This is an optimization exercise on Yosys and OpenROAD, whose aim is small area and a short achievable clock period, not a production implementation.
Where RTL was checked, it was by simulation tests only, not by an equivalence proof against the original.

// IEEE754_Mult
module IEEE754_Mult
(
	input clock,
	input resetn,
	input [31:0] a,
	input [31:0] b,
	output [31:0] y
);
Size: roughly 16,000 µm² of cells after synthesis.
==> flow/config.mk <==
export PLATFORM = sky130hd
export DESIGN_NAME = IEEE754_Mult
export DESIGN_NICKNAME = IEEE754_Mult
export VERILOG_FILES = /design/flow/design.v
export SDC_FILE = /design/flow/constraint.sdc
export NUM_CORES = 4
export LEC_CHECK = 0
export CAP_MARGIN = 20
export CORE_MARGIN = 2
export CORE_UTILIZATION = 40
export SETUP_SLACK_MARGIN = 5
export SLEW_MARGIN = 20
export SYNTH_HIERARCHICAL = 1
==> flow/constraint.sdc <==
create_clock -name core_clock -period 11.0 [get_ports {clock}]
set_input_delay 2.2000 -clock core_clock [delete_from_list [all_inputs] [get_ports {clock}]]
set_output_delay 2.2000 -clock core_clock [all_outputs]
set_load 0.01 [all_outputs]
standard.sh (not shown) runs the stock make flow with config.mk's settings and CLKGATE_MAP_FILE= SYNTH_SCRIPT=/design/flow/synth_recipe.tcl, a recipe that flattens the netlist after the stock synthesis.
==> flow/flow/run.sh <==
#!/bin/bash
set -euo pipefail
bash standard.sh SETUP_SLACK_MARGIN=6.5 TNS_END_PERCENT=3 finish > standard.log 2>&1
Next try:
==> flow/flow/run.sh (replaced) <==
#!/bin/bash
set -euo pipefail
bash standard.sh SETUP_SLACK_MARGIN=7 TNS_END_PERCENT=1 finish > standard.log 2>&1
--- a/flow/config.mk
+++ b/flow/config.mk
@@ -10,2 +10,3 @@
 export CORE_UTILIZATION = 40
+export CTS_BUF_LIST = sky130_fd_sc_hd__clkbuf_4 sky130_fd_sc_hd__clkbuf_8
 export SETUP_SLACK_MARGIN = 5
Effect: Worst hold slack hardly moves. Synthesized cell count does not change.
Next try:
==> flow/flow/run.sh (replaced) <==
#!/bin/bash
set -euo pipefail
bash standard.sh SETUP_SLACK_MARGIN=7 TNS_END_PERCENT=1 "BUFFER_PORTS_ARGS=-buffer_cell sky130_fd_sc_hd__buf_2" finish > standard.log 2>&1
--- a/flow/config.mk
+++ b/flow/config.mk
@@ -10,3 +10,2 @@
 export CORE_UTILIZATION = 40
-export CTS_BUF_LIST = sky130_fd_sc_hd__clkbuf_4 sky130_fd_sc_hd__clkbuf_8
 export SETUP_SLACK_MARGIN = 5
Result: Setup slack improved by 0.060 ns; global-route usage goes up by 0.38 points; cell count barely changes; clock-buffer cell count does not change; sequential share of layout area stays flat.
Next try:
==> flow/flow/run.sh (replaced) <==
#!/bin/bash
set -euo pipefail
bash standard.sh SETUP_SLACK_MARGIN=7 TNS_END_PERCENT=1 finish > standard.log 2>&1
- non-clock buffer count increases by 5
- design area came out higher by 2.1%
- flip-flop and latch count stays the same
No functional check of the RTL was part of any run of this note.


IEEE754_Mult, a different RTL version from the one above (not shown whole).
Size in the first run: about 1,600 cells after synthesis, ~110 flip-flops, about 98 I/O pins.
==> flow/config.mk <==
export PLATFORM = sky130hd
export DESIGN_NAME = IEEE754_Mult
export DESIGN_NICKNAME = IEEE754_Mult
export VERILOG_FILES = /design/flow/design.v
export SDC_FILE = /design/flow/constraint.sdc
export NUM_CORES = 4
export LEC_CHECK = 0
export CAP_MARGIN = 20
export CORE_MARGIN = 2
export CORE_UTILIZATION = 40
export SETUP_SLACK_MARGIN = 5
export SLEW_MARGIN = 20
export SYNTH_HIERARCHICAL = 1
==> flow/constraint.sdc <==
create_clock -name core_clock -period 11.0 [get_ports {clock}]
set_input_delay 2.2000 -clock core_clock [delete_from_list [all_inputs] [get_ports {clock}]]
set_output_delay 2.2000 -clock core_clock [all_outputs]
set_load 0.01 [all_outputs]
==> flow/flow/run.sh <==
#!/bin/bash
set -euo pipefail
bash standard.sh SETUP_SLACK_MARGIN=6.5 TNS_END_PERCENT=1 finish > standard.log 2>&1
The starting point went through all stages and came out clean.
==> next run, changes <==
==> flow/run.sh (new file) <==
#!/bin/bash
# synth_recipe.tcl (not shown) runs the flow's synth.tcl, then flattens the netlist and writes it again
# the make line also repeats each setting of config.mk as NAME=value (left out here)
make -C /OpenROAD-flow-scripts/flow DESIGN_CONFIG=/design/flow/config.mk WORK_HOME=/design/flow/orfs CLKGATE_MAP_FILE= SYNTH_SCRIPT=/design/flow/synth_recipe.tcl finish
removed: flow/flow/run.sh
removed: flow/standard.sh
Outcome: The new run completed without violations; area after synthesis is unchanged; via count shrinks by a few percent; synthesized cell count stays the same; routed wire length drops by a little under a tenth; sequential cell count does not change; cell count fell slightly; setup slack loses 0.67 ns; non-clock buffer count is lower by 12.
==> next run, changes <==
==> flow/flow/run.sh (new file) <==
#!/bin/bash
set -euo pipefail
bash standard.sh SETUP_SLACK_MARGIN=7 TNS_END_PERCENT=0 finish > standard.log 2>&1
==> flow/standard.sh (new file) <==
#!/bin/bash
# synth_recipe.tcl (not shown) runs the flow's synth.tcl, then flattens the netlist and writes it again
# the make line also repeats each setting of config.mk as NAME=value (left out here)
make -C /OpenROAD-flow-scripts/flow DESIGN_CONFIG=/design/flow/config.mk WORK_HOME=/design/flow/orfs CLKGATE_MAP_FILE= SYNTH_SCRIPT=/design/flow/synth_recipe.tcl "${@:-finish}"
removed: flow/run.sh
Result:
- global-route usage goes up by 1.9 points
- core utilization goes up by 1.0 points
- hold slack gets better by 0.0056 ns
- critical path depth goes up by 3
- final cell count goes up slightly
- non-clock buffer count goes up by 12
- routed wire length goes up by a little under a tenth
- setup slack gets better by 0.67 ns
==> next run, changes <==
==> flow/flow/run.sh (replaced) <==
#!/bin/bash
set -euo pipefail
bash standard.sh SETUP_SLACK_MARGIN=8 TNS_END_PERCENT=1 finish > standard.log 2>&1
Effect:
- setup slack does not change
- via count does not change
- routed wire length does not change
- core utilization does not change
==> next run, changes <==
==> flow/flow/run.sh (replaced) <==
#!/bin/bash
set -euo pipefail
bash standard.sh SETUP_SLACK_MARGIN=6 TNS_END_PERCENT=5 finish > standard.log 2>&1
Synthesized area is unchanged. Utilization is lower by 0.62 points.
Function was not checked in any run of this note: the RTL went through the layout flow alone.


Setup of run A:
IEEE754_Mult, a different RTL version from the one above (not shown whole).
For scale: about 1600 cells after synthesis.
export LEC_CHECK = 0
export CAP_MARGIN = 20
export CORE_MARGIN = 2
export CORE_UTILIZATION = 60
export CTS_BUF_LIST = sky130_fd_sc_hd__clkbuf_4 sky130_fd_sc_hd__clkbuf_8
export SETUP_SLACK_MARGIN = 5
export SLEW_MARGIN = 20
export SYNTH_HIERARCHICAL = 1
create_clock -name core_clock -period 11.0 [get_ports {clock}]
==> flow/flow/run.sh <==
#!/bin/bash
set -euo pipefail
bash standard.sh SETUP_SLACK_MARGIN=7 TNS_END_PERCENT=1 "BUFFER_PORTS_ARGS=-buffer_cell sky130_fd_sc_hd__buf_2"  finish > standard.log 2>&1
Changes in run B relative to run A:
- CORE_UTILIZATION: 60 -> 40
==> flow/flow/run.sh <==
#!/bin/bash
set -euo pipefail
bash standard.sh SETUP_SLACK_MARGIN=6.6 TNS_END_PERCENT=100 "BUFFER_PORTS_ARGS=-buffer_cell sky130_fd_sc_hd__buf_2"  finish > standard.log 2>&1
Results
- Run B: all stages complete, timing, DRC and antenna checks passed
- From run A to run B the numbers moved as follows: cell area went up by about 10%, setup slack rose by 0.11 ns.
- From run A to run B the numbers moved as follows: clock skew went down 0.013 ns; chip height went up 22%.
- Per the comparison of run B with run A, sum of routed wire length over all layers grew by 14%; core utilization shrank by 18 points; largest incremental delay on the critical path held steady; first-iteration DRC count grew by 11%.
- Die size: run B exceeds run A
Here is what was changed in the inputs of run C compared with run B.
==> flow/flow/run.sh <==
#!/bin/bash
set -euo pipefail
bash standard.sh SETUP_SLACK_MARGIN=6.4 TNS_END_PERCENT=100 "BUFFER_PORTS_ARGS=-buffer_cell sky130_fd_sc_hd__buf_2"  finish > standard.log 2>&1
==> notes.md <==
The run showing the greater portion of the layout cell area used by non-clock buffers is run B.
Re multi-input gate share of total cell area: run B was lower than run C.
For run B, the worst setup path startpoint was lg0, unlike run C, where it was bg2.
| transition time of the tightest slew-check pin | run C vs run B | 0.30 ns higher |
Against run B, final critical-path required period in run C came out better.
[run C vs run B] post-place setup slack: lower in run C
Run C against run B: register share of the cell area shows an increase of 0.56 points, vias after detailed routing shows a reduction of about 5.5%, number of nets in the finished design shows a reduction of about 1.9%, post-layout instance area shows a reduction of about 6%.


Starting RTL as in the previous note.
Settings: LEC_CHECK=0, CAP_MARGIN=20, CORE_MARGIN=2, CORE_UTILIZATION=40, CTS_BUF_LIST=sky130_fd_sc_hd__clkbuf_4 sky130_fd_sc_hd__clkbuf_8, SETUP_SLACK_MARGIN=5, SLEW_MARGIN=75, SYNTH_HIERARCHICAL=1; clock period 11.0 ns.
==> flow/flow/run.sh <==
#!/bin/bash
set -euo pipefail
bash standard.sh SETUP_SLACK_MARGIN=7 TNS_END_PERCENT=1 "BUFFER_PORTS_ARGS=-buffer_cell sky130_fd_sc_hd__buf_2"  finish > standard.log 2>&1
The starting point finished clean.
==> next run, changes <==
- SLEW_MARGIN: 75 -> 20
The new run completed with no timing, DRC or antenna violations.
Cell area is lower by about 1.7%.
Wire length barely changes.
Clock skew hardly moves.
Via count went down by about 1.7%.
Hold slack improved by 0.0051 ns.

-- afterwards: timing with drivers on the ports --
In the flow no input, the clock included, has a driving cell. The finished layouts below were timed again as built, in two steps. Step 1 assumes that a clkbuf_16 drives the clock port and a buf_2 every other input. Step 2 adds t to the input delays and takes it off the output delays; t is the mean of the earliest and latest rising clock arrival at the registers after step 1. Input paths then give back, and output paths get back, about the clock's delay inside the block. Three values: no drivers, after step 1, after step 2; two values: the first two.
| run | t, ns | setup WS [ns] | worst hold slack (ns) | clock arrival spread, ns | cell pins on the clock port's net |
|---|---|---|---|---|---|
| the first run of note 1 | 0.468 | 6.294 / 6.247 / 6.383 | 0.325 / 0.325 / 0.325 | 0.030 / 0.030 | 1 |
| the second run of note 1 | 0.477 | 6.431 / 6.389 / 6.336 | 0.328 / 0.328 / 0.328 | 0.022 / 0.022 | 1 |
| the third run of note 1 | 0.461 | 6.492 / 6.446 / 6.562 | 0.329 / 0.329 / 0.329 | 0.012 / 0.012 | 1 |
| the fourth run of note 1 | 0.465 | 6.492 / 6.444 / 6.341 | 0.325 / 0.325 / 0.325 | 0.011 / 0.011 | 1 |
| the first run of note 2 | 0.422 | 5.928 / 5.875 / 6.051 | 0.332 / 0.332 / 0.332 | 0.018 / 0.017 | 1 |
| the second run of note 2 | 0.413 | 5.257 / 5.206 / 5.608 | 0.327 / 0.327 / 0.327 | 0.025 / 0.025 | 1 |
| the third run of note 2 | 0.422 | 5.928 / 5.875 / 6.051 | 0.332 / 0.332 / 0.332 | 0.018 / 0.017 | 1 |
| the fourth run of note 2 | 0.422 | 5.928 / 5.875 / 6.051 | 0.332 / 0.332 / 0.332 | 0.018 / 0.017 | 1 |
| the fifth run of note 2 | 0.413 | 5.754 / 5.702 / 5.768 | 0.324 / 0.324 / 0.324 | 0.026 / 0.025 | 1 |
| run A | 0.497 | 6.185 / 6.133 / 6.231 | 0.321 / 0.321 / 0.321 | 0.039 / 0.039 | 1 |
| run B | 0.504 | 6.293 / 6.253 / 6.590 | 0.332 / 0.332 / 0.332 | 0.027 / 0.027 | 1 |
| run C | 0.492 | 6.381 / 6.336 / 6.470 | 0.334 / 0.334 / 0.334 | 0.024 / 0.023 | 1 |
| the first run of note 4 | 0.484 | 6.263 / 6.219 / 6.354 | 0.326 / 0.326 / 0.326 | 0.015 / 0.015 | 1 |
| the second run of note 4 | 0.483 | 6.335 / 6.294 / 6.358 | 0.331 / 0.331 / 0.331 | 0.018 / 0.018 | 1 |
After both steps setup and hold are still met in every run listed. The setup slack of the fourth run of note 1, which loses most, moves by -0.048 ns with the drivers and by -0.151 ns with both steps.
